This is an optimization exercise on Yosys and OpenROAD, whose aim is small area, a short achievable clock period and few clock cycles per item, not a production implementation. RTL that was checked went through simulation tests only; none was proved equivalent to the original. Power and IR drop assume default switching activity.

// riscv_base_divider
module riscv_base_divider (
    input           clk_i,
    input           rst_i,
    input           opcode_valid_i,
    input  [31:0]   opcode_opcode_i,
    input  [31:0]   opcode_pc_i,
    input           opcode_invalid_i,
    input  [4:0]    opcode_rd_idx_i,
    input  [4:0]    opcode_ra_idx_i,
    input  [4:0]    opcode_rb_idx_i,
    input  [31:0]   opcode_ra_operand_i,
    input  [31:0]   opcode_rb_operand_i,
    output          writeback_valid_o,
    output [31:0]   writeback_value_o
);
    wire inst_div_w  = (opcode_opcode_i & 32'hfe00707f) == 32'h2004033;
    wire inst_divu_w = (opcode_opcode_i & 32'hfe00707f) == 32'h2005033;
    wire inst_rem_w  = (opcode_opcode_i & 32'hfe00707f) == 32'h2006033;
    wire inst_remu_w = (opcode_opcode_i & 32'hfe00707f) == 32'h2007033;
    wire div_rem_inst_w = inst_div_w | inst_divu_w | inst_rem_w | inst_remu_w;
    wire valid_req_w = opcode_valid_i & div_rem_inst_w & ~opcode_invalid_i;
    localparam [1:0] S_IDLE = 2'd0, S_SETUP = 2'd1, S_ITER = 2'd2;
    reg [1:0]  state_q;
    reg        valid_q;
    reg [33:0] rem_q;      
    reg [33:0] div_q;      
    reg [31:0] quo_q;      
    reg [5:0]  cnt_q;      
    reg [5:0]  mb_q;       
    reg        is_div_q;
    reg        an_q;       
    reg        sub_q;      
    reg        bzero_q;    
    reg        inv_q;      
    function [5:0] sigbits;
        input [31:0] v;
        input        top;
        reg [31:0] y;
        reg [15:0] n1; reg [15:0] p1;
        reg [7:0]  n2; reg [15:0] p2;
        reg [3:0]  n3; reg [11:0] p3;
  ...
==> flow/config.mk <==
export PLATFORM = sky130hd
export DESIGN_NAME = riscv_base_divider
export DESIGN_NICKNAME = riscv_base_divider
export VERILOG_FILES = /design/flow/design.v
export SDC_FILE = /design/flow/constraint.sdc
export NUM_CORES = 4
export LEC_CHECK = 0
export CAP_MARGIN = 20
export CORE_MARGIN = 2
export CORE_UTILIZATION = 40
export SETUP_SLACK_MARGIN = 2.0
export SLEW_MARGIN = 20
==> flow/constraint.sdc <==
create_clock -name core_clock -period 6.0 [get_ports {clk_i}]
set_input_delay 1.2000 -clock core_clock [delete_from_list [all_inputs] [get_ports {clk_i}]]
set_output_delay 1.2000 -clock core_clock [all_outputs]
set_load 0.01 [all_outputs]
standard.sh (not shown) runs the stock make flow with config.mk's settings and CLKGATE_MAP_FILE= SYNTH_SCRIPT=/design/flow/synth_recipe.tcl, a recipe that flattens the netlist after the stock synthesis.
==> flow/flow/run.sh <==
#!/bin/bash
set -euo pipefail
export BUFFER_PORTS_ARGS="-buffer_cell sky130_fd_sc_hd__buf_2"
bash standard.sh > flow.log 2>&1
Rerun with:
--- a/flow/design.v
+++ b/flow/design.v
@@ -111,44 +111,36 @@
     wire        presub_w = acc_w & ~(is_div_q & sub_q);
     wire        last_w   = (cnt_q == 6'd0);
     always @(posedge clk_i or posedge rst_i) begin
         if (rst_i) begin
             state_q <= S_IDLE;
             valid_q <= 1'b0;
         end else begin
             valid_q <= 1'b0;
             case (state_q)
-                S_IDLE:  if (valid_req_w) begin
-                             if (early_w) valid_q <= 1'b1;
-                             else         state_q <= S_SETUP;
-                         end
+                S_IDLE:  if (valid_req_w) state_q <= S_SETUP;
                 S_SETUP: if (bzero_q | ~acc_w) begin
                              state_q <= S_IDLE;
                              valid_q <= 1'b1;
                          end else
                              state_q <= S_ITER;
                 default: if (last_w) begin
                              state_q <= S_IDLE;
                              valid_q <= 1'b1;
                          end
             endcase
         end
     end
     wire [5:0] ma_in_w = sigbits(opcode_ra_operand_i, an_in_w);
     wire [5:0] mb_in_w = sigbits(opcode_rb_operand_i, bn_in_w);
-    wire       lt0_w   = ma_in_w[4:0] < mb_in_w[4:0];
-    wire       lt1_w   = {1'b0, ma_in_w[4:0]} + 6'd1 < {1'b0, mb_in_w[4:0]};
-    wire       early_w = mb_in_w[5] & (ma_in_w[5] ? (an_in_w ? lt1_w : lt0_w)
-                                                  : (~an_in_w | (mb_in_w[4:0] != 5'd0)));
     always @(posedge clk_i) begin
         case (state_q)
             S_IDLE: begin
-                quo_q    <= 32'd0;
                 is_div_q <= ~opcode_opcode_i[13];
                 an_q     <= an_in_w;
                 sub_q    <= sub_in_w;
                 bzero_q  <= (opcode_rb_operand_i == 32'd0);
                 rem_q    <= {{2{an_in_w}}, opcode_ra_operand_i};
                 div_q    <= {{2{bn_in_w}}, opcode_rb_operand_i} ^ ({34{sub_in_w}} | lowz_w);
                 cnt_q    <= {1'b0, ma_in_w[4:0]} + {5'd0, ma_in_w[5]};
                 mb_q     <= {1'b0, mb_in_w[4:0]} + {5'd0, mb_in_w[5]};
             end
Effect:
- core utilization goes down by 0.54 points
- final cell count stays flat
- global-route usage goes down by 1.7 points
- synthesized area goes up slightly
- clock power stays flat
- power goes up by a few percent
- count of clock-buffer cells in the layout goes up by 8
- final area goes down slightly
- register-to-register slack is better by 0.07 ns
- non-clock buffer count goes down by 8
No functional check of the RTL was part of any run of this note.

Another version of the RTL of riscv_base_divider (not shown whole).
Size: ~1,400 cells after synthesis, about 120 flip-flops, roughly 0.011 mm² of cells after synthesis.
==> module riscv_base_divider, before the edit <==
module riscv_base_divider (
    input           clk_i,
    input           rst_i,
    input           opcode_valid_i,
    input  [31:0]   opcode_opcode_i,
    input  [31:0]   opcode_pc_i,
    input           opcode_invalid_i,
    input  [4:0]    opcode_rd_idx_i,
    input  [4:0]    opcode_ra_idx_i,
    input  [4:0]    opcode_rb_idx_i,
    input  [31:0]   opcode_ra_operand_i,
    input  [31:0]   opcode_rb_operand_i,
    output          writeback_valid_o,
    output [31:0]   writeback_value_o
);
    wire inst_div_w  = (opcode_opcode_i & 32'hfe00707f) == 32'h2004033;
    wire inst_divu_w = (opcode_opcode_i & 32'hfe00707f) == 32'h2005033;
    wire inst_rem_w  = (opcode_opcode_i & 32'hfe00707f) == 32'h2006033;
    wire inst_remu_w = (opcode_opcode_i & 32'hfe00707f) == 32'h2007033;
    wire div_rem_inst_w = inst_div_w | inst_divu_w | inst_rem_w | inst_remu_w;
    wire valid_req_w = opcode_valid_i & div_rem_inst_w & ~opcode_invalid_i;
    localparam [1:0] S_IDLE = 2'd0, S_SETUP = 2'd1, S_ITER = 2'd2;
    reg [1:0]  state_q;
    reg        valid_q;
    reg [33:0] rem_q;      
    reg [33:0] div_q;      
    reg [31:0] quo_q;      
    reg [5:0]  cnt_q;      
    reg [5:0]  mb_q;       
    reg        is_div_q;
    reg        an_q;       
    reg        sub_q;      
    reg        bzero_q;    
    reg        inv_q;      
    function [5:0] sigbits;
        input [31:0] v;
        input        top;
        reg [31:0] y;
        reg [15:0] n1; reg [15:0] p1;
        reg [7:0]  n2; reg [15:0] p2;
        reg [3:0]  n3; reg [11:0] p3;
        reg [1:0]  n4; reg [7:0]  p4;
        integer i;
        begin
            y = v ^ {top, v[31:1]};
            for (i = 0; i < 16; i = i + 1) begin
                n1[i] = y[2*i+1] | y[2*i];
                p1[i] = y[2*i+1];
            end
            for (i = 0; i < 8; i = i + 1) begin
                n2[i] = n1[2*i+1] | n1[2*i];
                p2[2*i+:2] = n1[2*i+1] ? {1'b1, p1[2*i+1]} : {1'b0, p1[2*i]};
            end
            for (i = 0; i < 4; i = i + 1) begin
                n3[i] = n2[2*i+1] | n2[2*i];
                p3[3*i+:3] = n2[2*i+1] ? {1'b1, p2[2*(2*i+1)+:2]} : {1'b0, p2[2*(2*i)+:2]};
            end
            for (i = 0; i < 2; i = i + 1) begin
                n4[i] = n3[2*i+1] | n3[2*i];
                p4[4*i+:4] = n3[2*i+1] ? {1'b1, p3[3*(2*i+1)+:3]} : {1'b0, p3[3*(2*i)+:3]};
            end
            sigbits = {n4[1] | n4[0], n4[1] ? {1'b1, p4[7:4]} : {1'b0, p4[3:0]}};
        end
    endfunction
    wire        sgn_w   = ~opcode_opcode_i[12];
    wire        an_in_w = sgn_w & opcode_ra_operand_i[31];
    wire        bn_in_w = sgn_w & opcode_rb_operand_i[31];
    wire        sub_in_w = ~(an_in_w ^ bn_in_w);
    reg  [34:0] pg_g, pg_p;
    integer     k, d;
    always @* begin
        pg_g = {rem_q & div_q, sub_q};
        pg_p = {rem_q ^ div_q, 1'b0};
        for (d = 1; d < 64; d = d * 2)
            for (k = 0; k < 35; k = k + 1)
                if (k % (2*d) == 2*d-1) begin
                    pg_g[k] = pg_g[k] | (pg_p[k] & pg_g[k-d]);
                    pg_p[k] = pg_p[k] & pg_p[k-d];
                end
        for (d = 16; d >= 1; d = d / 2)
            for (k = 0; k < 35; k = k + 1)
                if (k >= 3*d-1 && (k - (3*d-1)) % (2*d) == 0) begin
                    pg_g[k] = pg_g[k] | (pg_p[k] & pg_g[k-d]);
                    pg_p[k] = pg_p[k] & pg_p[k-d];
                end
    end
    wire [33:0] hp_w    = rem_q ^ div_q;
    wire [33:0] t_w     = hp_w ^ pg_g[33:0];
    wire [33:0] zb_w    = ~(hp_w ^ {rem_q[32:0] | div_q[32:0], sub_q});
    wire        tzero_w = &zb_w;
    wire        acc_w   = an_q ? (t_w[33] | tzero_w) : ~t_w[33];
    wire [5:0]  s_w      = cnt_q - mb_q + {5'd0, an_q};
    reg  [33:0] dsh_w;
    integer     j;
    always @* begin
        dsh_w = div_q;
        for (j = 0; j < 6; j = j + 1)
            if (s_w[j]) dsh_w = (dsh_w << (1 << j)) | ({34{sub_q}} & ((34'd1 << (1 << j)) - 34'd1));
    end
    wire        negq_w   = is_div_q & ~sub_q & ~bzero_q;
    wire        presub_w = acc_w & ~(is_div_q & sub_q);
    wire        last_w   = (cnt_q == 6'd0);
    always @(posedge clk_i or posedge rst_i) begin
        if (rst_i) begin
            state_q <= S_IDLE;
            valid_q <= 1'b0;
        end else begin
            valid_q <= 1'b0;
            case (state_q)
                S_IDLE:  if (valid_req_w) begin
                             if (early_w) valid_q <= 1'b1;
                             else         state_q <= S_SETUP;
                         end
                S_SETUP: if (bzero_q | ~acc_w) begin
                             state_q <= S_IDLE;
                             valid_q <= 1'b1;
                         end else
                             state_q <= S_ITER;
                default: if (last_w) begin
                             state_q <= S_IDLE;
                             valid_q <= 1'b1;
                         end
            endcase
        end
    end
    wire [5:0] ma_in_w = sigbits(opcode_ra_operand_i, an_in_w);
    wire [5:0] mb_in_w = sigbits(opcode_rb_operand_i, bn_in_w);
    wire [6:0] ma_cnt_w = {2'b0, ma_in_w[4:0]} + {6'd0, ma_in_w[5]} + {6'd0, an_in_w};
    wire [6:0] mb_cnt_w = {2'b0, mb_in_w[4:0]} + {6'd0, mb_in_w[5]};
    wire       early_w  = ma_cnt_w < mb_cnt_w;
    always @(posedge clk_i) begin
        case (state_q)
            S_IDLE: begin
                quo_q    <= 32'd0;
                is_div_q <= ~opcode_opcode_i[13];
                an_q     <= an_in_w;
                sub_q    <= sub_in_w;
                bzero_q  <= (opcode_rb_operand_i == 32'd0);
                rem_q    <= {{2{an_in_w}}, opcode_ra_operand_i};
                div_q    <= {{2{bn_in_w}}, opcode_rb_operand_i} ^ {34{sub_in_w}};
                cnt_q    <= {1'b0, ma_in_w[4:0]} + {5'd0, ma_in_w[5]};
                mb_q     <= {1'b0, mb_in_w[4:0]} + {5'd0, mb_in_w[5]};
            end
            S_SETUP: begin
                if (presub_w & ~bzero_q) rem_q <= t_w;
                inv_q <= negq_w;
                quo_q <= {32{bzero_q | (negq_w & acc_w)}};
                div_q <= dsh_w;
                cnt_q <= s_w;
            end
            default: begin
                if (acc_w) rem_q <= t_w;
                quo_q <= {quo_q[30:0], acc_w ^ inv_q};
                div_q <= {div_q[33], div_q[33:1]};
                cnt_q <= cnt_q - 6'd1;
            end
        endcase
    end
    assign writeback_valid_o = valid_q;
    assign writeback_value_o = is_div_q ? quo_q : rem_q[31:0];
endmodule
make LEC_CHECK=0 CAP_MARGIN=20 CORE_MARGIN=2 CORE_UTILIZATION=60 SETUP_SLACK_MARGIN=2.0 SLEW_MARGIN=20 finish   # period 6.0 ns
run.sh (not shown) runs the stock make flow with config.mk's settings and CLKGATE_MAP_FILE= SYNTH_SCRIPT=/design/flow/synth_recipe.tcl, a recipe that flattens the netlist after the stock synthesis.
Stock flow here: none of the scripts above is used.
Then changed:
--- a/flow/design.v
+++ b/flow/design.v
@@ -88,5 +88,5 @@
     wire [33:0] t_w     = hp_w ^ pg_g[33:0];
     wire [33:0] zb_w    = ~(hp_w ^ {rem_q[32:0] | div_q[32:0], sub_q});
-    wire        tzero_w = &zb_w;
+    wire        tzero_w = (t_w == 34'd0);
     wire        acc_w   = an_q ? (t_w[33] | tzero_w) : ~t_w[33];
     wire [5:0]  s_w      = cnt_q - mb_q + {5'd0, an_q};
First-iteration DRC count is higher by 6.7%.
Synthesized area goes down by 7.9%.
Power went up by 5.2%.
Worst setup slack is worse by 1.1 ns.
Cell count goes down by 7.3%.
Die area went down by 7.7%.
Register-to-register slack got worse by 1.3 ns.
Routed wire length grows by 2.9%.
Sequential power hardly moves.
Cell area fell by 1.1%.
Combinational power rises by 8.0%.
Clock power rises by about 4%.
Count of clock-buffer cells in the layout is lower by 2.
Function was not checked in any run of this note: the RTL went through the layout flow alone.

old:
riscv_base_divider, a different RTL version from the one above (not shown whole).
For scale: roughly 1300 cells after synthesis, ~180 I/O pins, about 12000 µm² of cells after synthesis.
==> module riscv_base_divider, before the edit <==
module riscv_base_divider (
    input           clk_i,
    input           rst_i,
    input           opcode_valid_i,
    input  [31:0]   opcode_opcode_i,
    input  [31:0]   opcode_pc_i,
    input           opcode_invalid_i,
    input  [4:0]    opcode_rd_idx_i,
    input  [4:0]    opcode_ra_idx_i,
    input  [4:0]    opcode_rb_idx_i,
    input  [31:0]   opcode_ra_operand_i,
    input  [31:0]   opcode_rb_operand_i,
    output          writeback_valid_o,
    output [31:0]   writeback_value_o
);
    wire inst_div_w  = (opcode_opcode_i & 32'hfe00707f) == 32'h2004033;
    wire inst_divu_w = (opcode_opcode_i & 32'hfe00707f) == 32'h2005033;
    wire inst_rem_w  = (opcode_opcode_i & 32'hfe00707f) == 32'h2006033;
    wire inst_remu_w = (opcode_opcode_i & 32'hfe00707f) == 32'h2007033;
    wire div_rem_inst_w = inst_div_w | inst_divu_w | inst_rem_w | inst_remu_w;
    wire valid_req_w = opcode_valid_i & div_rem_inst_w & ~opcode_invalid_i;
    localparam [1:0] S_IDLE = 2'd0, S_SETUP = 2'd1, S_ITER = 2'd2;
    reg [1:0]  state_q;
    reg        valid_q;
    reg [33:0] rem_q;      
    reg [33:0] div_q;      
    reg [31:0] quo_q;      
    reg [5:0]  cnt_q;      
    reg [5:0]  mb_q;       
    reg        is_div_q;
    reg        an_q;       
    reg        sub_q;      
    reg        bzero_q;    
    reg        inv_q;      
    function [5:0] sigbits;
        input [31:0] v;
        input        top;
        reg [31:0] y;
        reg [15:0] n1; reg [15:0] p1;
        reg [7:0]  n2; reg [15:0] p2;
        reg [3:0]  n3; reg [11:0] p3;
        reg [1:0]  n4; reg [7:0]  p4;
        integer i;
        begin
            y = v ^ {top, v[31:1]};
            for (i = 0; i < 16; i = i + 1) begin
                n1[i] = y[2*i+1] | y[2*i];
                p1[i] = y[2*i+1];
            end
            for (i = 0; i < 8; i = i + 1) begin
                n2[i] = n1[2*i+1] | n1[2*i];
                p2[2*i+:2] = n1[2*i+1] ? {1'b1, p1[2*i+1]} : {1'b0, p1[2*i]};
            end
            for (i = 0; i < 4; i = i + 1) begin
                n3[i] = n2[2*i+1] | n2[2*i];
                p3[3*i+:3] = n2[2*i+1] ? {1'b1, p2[2*(2*i+1)+:2]} : {1'b0, p2[2*(2*i)+:2]};
            end
            for (i = 0; i < 2; i = i + 1) begin
                n4[i] = n3[2*i+1] | n3[2*i];
                p4[4*i+:4] = n3[2*i+1] ? {1'b1, p3[3*(2*i+1)+:3]} : {1'b0, p3[3*(2*i)+:3]};
            end
            sigbits = {n4[1] | n4[0], n4[1] ? {1'b1, p4[7:4]} : {1'b0, p4[3:0]}};
        end
    endfunction
    wire        sgn_w   = ~opcode_opcode_i[12];
    wire        an_in_w = sgn_w & opcode_ra_operand_i[31];
    wire        bn_in_w = sgn_w & opcode_rb_operand_i[31];
    wire        sub_in_w = ~(an_in_w ^ bn_in_w);
    reg  [34:0] pg_g, pg_p;
    integer     k, d;
    always @* begin
        pg_g = {rem_q & div_q, sub_q};
        pg_p = {rem_q ^ div_q, 1'b0};
        for (d = 1; d < 64; d = d * 2)
            for (k = 0; k < 35; k = k + 1)
                if (k % (2*d) == 2*d-1) begin
                    pg_g[k] = pg_g[k] | (pg_p[k] & pg_g[k-d]);
                    pg_p[k] = pg_p[k] & pg_p[k-d];
                end
        for (d = 16; d >= 1; d = d / 2)
            for (k = 0; k < 35; k = k + 1)
                if (k >= 3*d-1 && (k - (3*d-1)) % (2*d) == 0) begin
                    pg_g[k] = pg_g[k] | (pg_p[k] & pg_g[k-d]);
                    pg_p[k] = pg_p[k] & pg_p[k-d];
                end
    end
    wire [33:0] hp_w    = rem_q ^ div_q;
    wire [33:0] t_w     = hp_w ^ pg_g[33:0];
    wire [33:0] zb_w    = ~(hp_w ^ {rem_q[32:0] | div_q[32:0], sub_q});
    wire        tzero_w = &zb_w;
    wire        acc_w   = an_q ? (t_w[33] | tzero_w) : ~t_w[33];
    wire [5:0]  s_w      = cnt_q - mb_q + {5'd0, an_q};
    reg  [33:0] dsh_w;
    integer     j;
    always @* begin
        dsh_w = div_q;
        for (j = 0; j < 6; j = j + 1)
            if (s_w[j]) dsh_w = (dsh_w << (1 << j)) | ({34{sub_q}} & ((34'd1 << (1 << j)) - 34'd1));
    end
    wire        negq_w   = is_div_q & ~sub_q & ~bzero_q;
    wire        presub_w = acc_w & ~(is_div_q & sub_q);
    wire        last_w   = (cnt_q == 6'd0);
    always @(posedge clk_i or posedge rst_i) begin
        if (rst_i) begin
            state_q <= S_IDLE;
            valid_q <= 1'b0;
        end else begin
            valid_q <= 1'b0;
            case (state_q)
                S_IDLE:  if (valid_req_w) state_q <= S_SETUP;
                S_SETUP: if (bzero_q | ~acc_w) begin
                             state_q <= S_IDLE;
                             valid_q <= 1'b1;
                         end else
                             state_q <= S_ITER;
                default: if (last_w) begin
                             state_q <= S_IDLE;
                             valid_q <= 1'b1;
                         end
            endcase
        end
    end
    wire [5:0] ma_in_w = sigbits(opcode_ra_operand_i, an_in_w);
    wire [5:0] mb_in_w = sigbits(opcode_rb_operand_i, bn_in_w);
    always @(posedge clk_i) begin
        case (state_q)
            S_IDLE: begin
                is_div_q <= ~opcode_opcode_i[13];
                an_q     <= an_in_w;
                sub_q    <= sub_in_w;
                bzero_q  <= (opcode_rb_operand_i == 32'd0);
                rem_q    <= {{2{an_in_w}}, opcode_ra_operand_i};
                div_q    <= {{2{bn_in_w}}, opcode_rb_operand_i} ^ {34{sub_in_w}};
                cnt_q    <= {1'b0, ma_in_w[4:0]} + {5'd0, ma_in_w[5]};
                mb_q     <= {1'b0, mb_in_w[4:0]} + {5'd0, mb_in_w[5]};
            end
            S_SETUP: begin
                if (presub_w & ~bzero_q) rem_q <= t_w;
                inv_q <= negq_w;
                quo_q <= {32{bzero_q | (negq_w & acc_w)}};
                div_q <= dsh_w;
                cnt_q <= s_w;
            end
            default: begin
                if (acc_w) rem_q <= t_w;
                quo_q <= {quo_q[30:0], acc_w ^ inv_q};
                div_q <= {div_q[33], div_q[33:1]};
                cnt_q <= cnt_q - 6'd1;
            end
        endcase
    end
    assign writeback_valid_o = valid_q;
    assign writeback_value_o = is_div_q ? quo_q : rem_q[31:0];
endmodule
clock: 6.0 ns
lec_check: 0
cap_margin: 20
core_margin: 2
core_utilization: 40
setup_slack_margin: 2.0
slew_margin: 20
Testbench counts of old, summed over its fixed seeds: cycles 24,731, divs 3,200.
Setup changes, old to new
--- a/flow/design.v
+++ b/flow/design.v
@@ -66,10 +66,21 @@
     wire        an_in_w = sgn_w & opcode_ra_operand_i[31];
     wire        bn_in_w = sgn_w & opcode_rb_operand_i[31];
     wire        sub_in_w = ~(an_in_w ^ bn_in_w);
+    reg  [33:0] lowz_w;
+    integer     m, e;
+    always @* begin
+        lowz_w = {~bn_in_w, ~opcode_rb_operand_i, 1'b1};
+        for (e = 1; e < 64; e = e * 2)
+            for (m = 0; m < 34; m = m + 1)
+                if (m % (2*e) == 2*e-1) lowz_w[m] = lowz_w[m] & lowz_w[m-e];
+        for (e = 16; e >= 1; e = e / 2)
+            for (m = 0; m < 34; m = m + 1)
+                if (m >= 3*e-1 && (m - (3*e-1)) % (2*e) == 0) lowz_w[m] = lowz_w[m] & lowz_w[m-e];
+    end
     reg  [34:0] pg_g, pg_p;
     integer     k, d;
     always @* begin
-        pg_g = {rem_q & div_q, sub_q};
+        pg_g = {rem_q & div_q, 1'b1};
         pg_p = {rem_q ^ div_q, 1'b0};
         for (d = 1; d < 64; d = d * 2)
             for (k = 0; k < 35; k = k + 1)
@@ -86,8 +97,7 @@
     end
     wire [33:0] hp_w    = rem_q ^ div_q;
     wire [33:0] t_w     = hp_w ^ pg_g[33:0];
-    wire [33:0] zb_w    = ~(hp_w ^ {rem_q[32:0] | div_q[32:0], sub_q});
-    wire        tzero_w = &zb_w;
+    wire        tzero_w = &hp_w;
     wire        acc_w   = an_q ? (t_w[33] | tzero_w) : ~t_w[33];
     wire [5:0]  s_w      = cnt_q - mb_q + {5'd0, an_q};
     reg  [33:0] dsh_w;
@@ -95,7 +105,7 @@
     always @* begin
         dsh_w = div_q;
         for (j = 0; j < 6; j = j + 1)
-            if (s_w[j]) dsh_w = (dsh_w << (1 << j)) | ({34{sub_q}} & ((34'd1 << (1 << j)) - 34'd1));
+            if (s_w[j]) dsh_w = (dsh_w << (1 << j)) | ((34'd1 << (1 << j)) - 34'd1);
     end
     wire        negq_w   = is_div_q & ~sub_q & ~bzero_q;
     wire        presub_w = acc_w & ~(is_div_q & sub_q);
@@ -130,7 +140,7 @@
                 sub_q    <= sub_in_w;
                 bzero_q  <= (opcode_rb_operand_i == 32'd0);
                 rem_q    <= {{2{an_in_w}}, opcode_ra_operand_i};
-                div_q    <= {{2{bn_in_w}}, opcode_rb_operand_i} ^ {34{sub_in_w}};
+                div_q    <= {{2{bn_in_w}}, opcode_rb_operand_i} ^ ({34{sub_in_w}} | lowz_w);
                 cnt_q    <= {1'b0, ma_in_w[4:0]} + {5'd0, ma_in_w[5]};
                 mb_q     <= {1'b0, mb_in_w[4:0]} + {5'd0, mb_in_w[5]};
             end
Findings:
new has wire length below what old had. Compared with old, new improves floorplan die area. new vs old: leakage component of the power down by a little under 10%. Compared with old, new shows met1 capacity usage during global routing lower by 3.2 points. When new is set beside old, its simple-gate portion of the synthesized area turns out to be 5.5 points larger. The higher sequential share of power of old and new is in new. For the critical path depth, new came in 1 higher than old did. [compare] base=old new=new: proportion of cell area spent on the clock network climbed 0.22 points, cell area after synthesis went down by 6.1%. new closes out successfully: all stages finished, all timing, DRC and antenna checks passed. old went all the way through the flow, and no timing, DRC or antenna check failed. The clock-buffer cell count in new sits 2 above the value recorded for old.
No functional check of the RTL was part of new.

[afterwards: timing with drivers on the ports]
The flow's constraints put no driver on any port. The routed layouts listed below were extracted and timed again, unchanged, in two steps. Step 1, drivers: a clkbuf_16 drives clk_i and a buf_2 each remaining input, both assumed. Step 2 times the ports against the registers' clock, not the clock port: input delays grow and output delays shrink by t, the midpoint of the rising clock arrivals with the driver on. Three values: ideal ports, drivers, drivers and shift; two values: the first two.
run	t (ns)	setup WS [ns]	hold WS [ns]	worst register clock-pin slew, ns	worst data-port slew with drivers (ns)
the first run of note 1	0.475	2.040 / 2.053 / 1.577	0.433 / 0.433 / 0.433	0.07 / 0.07	0.04
the second run of note 1	0.466	2.222 / 2.229 / 1.780	0.519 / 0.519 / 0.519	0.06 / 0.06	0.04
the first run of note 2	0.475	1.925 / 1.942 / 1.468	0.463 / 0.463 / 0.463	0.06 / 0.06	0.06
the second run of note 2	0.487	0.853 / 0.853 / 0.853	0.452 / 0.452 / 0.452	0.07 / 0.07	0.05
old	0.476	2.125 / 2.125 / 1.669	0.538 / 0.538 / 0.538	0.07 / 0.07	0.04
new	0.463	2.119 / 2.119 / 1.699	0.527 / 0.527 / 0.527	0.07 / 0.07	0.04
After both steps setup and hold are still met in every run listed. For the first run of note 1, which loses most, drivers alone change the setup slack by +0.013 ns; drivers and shift together by -0.463 ns.
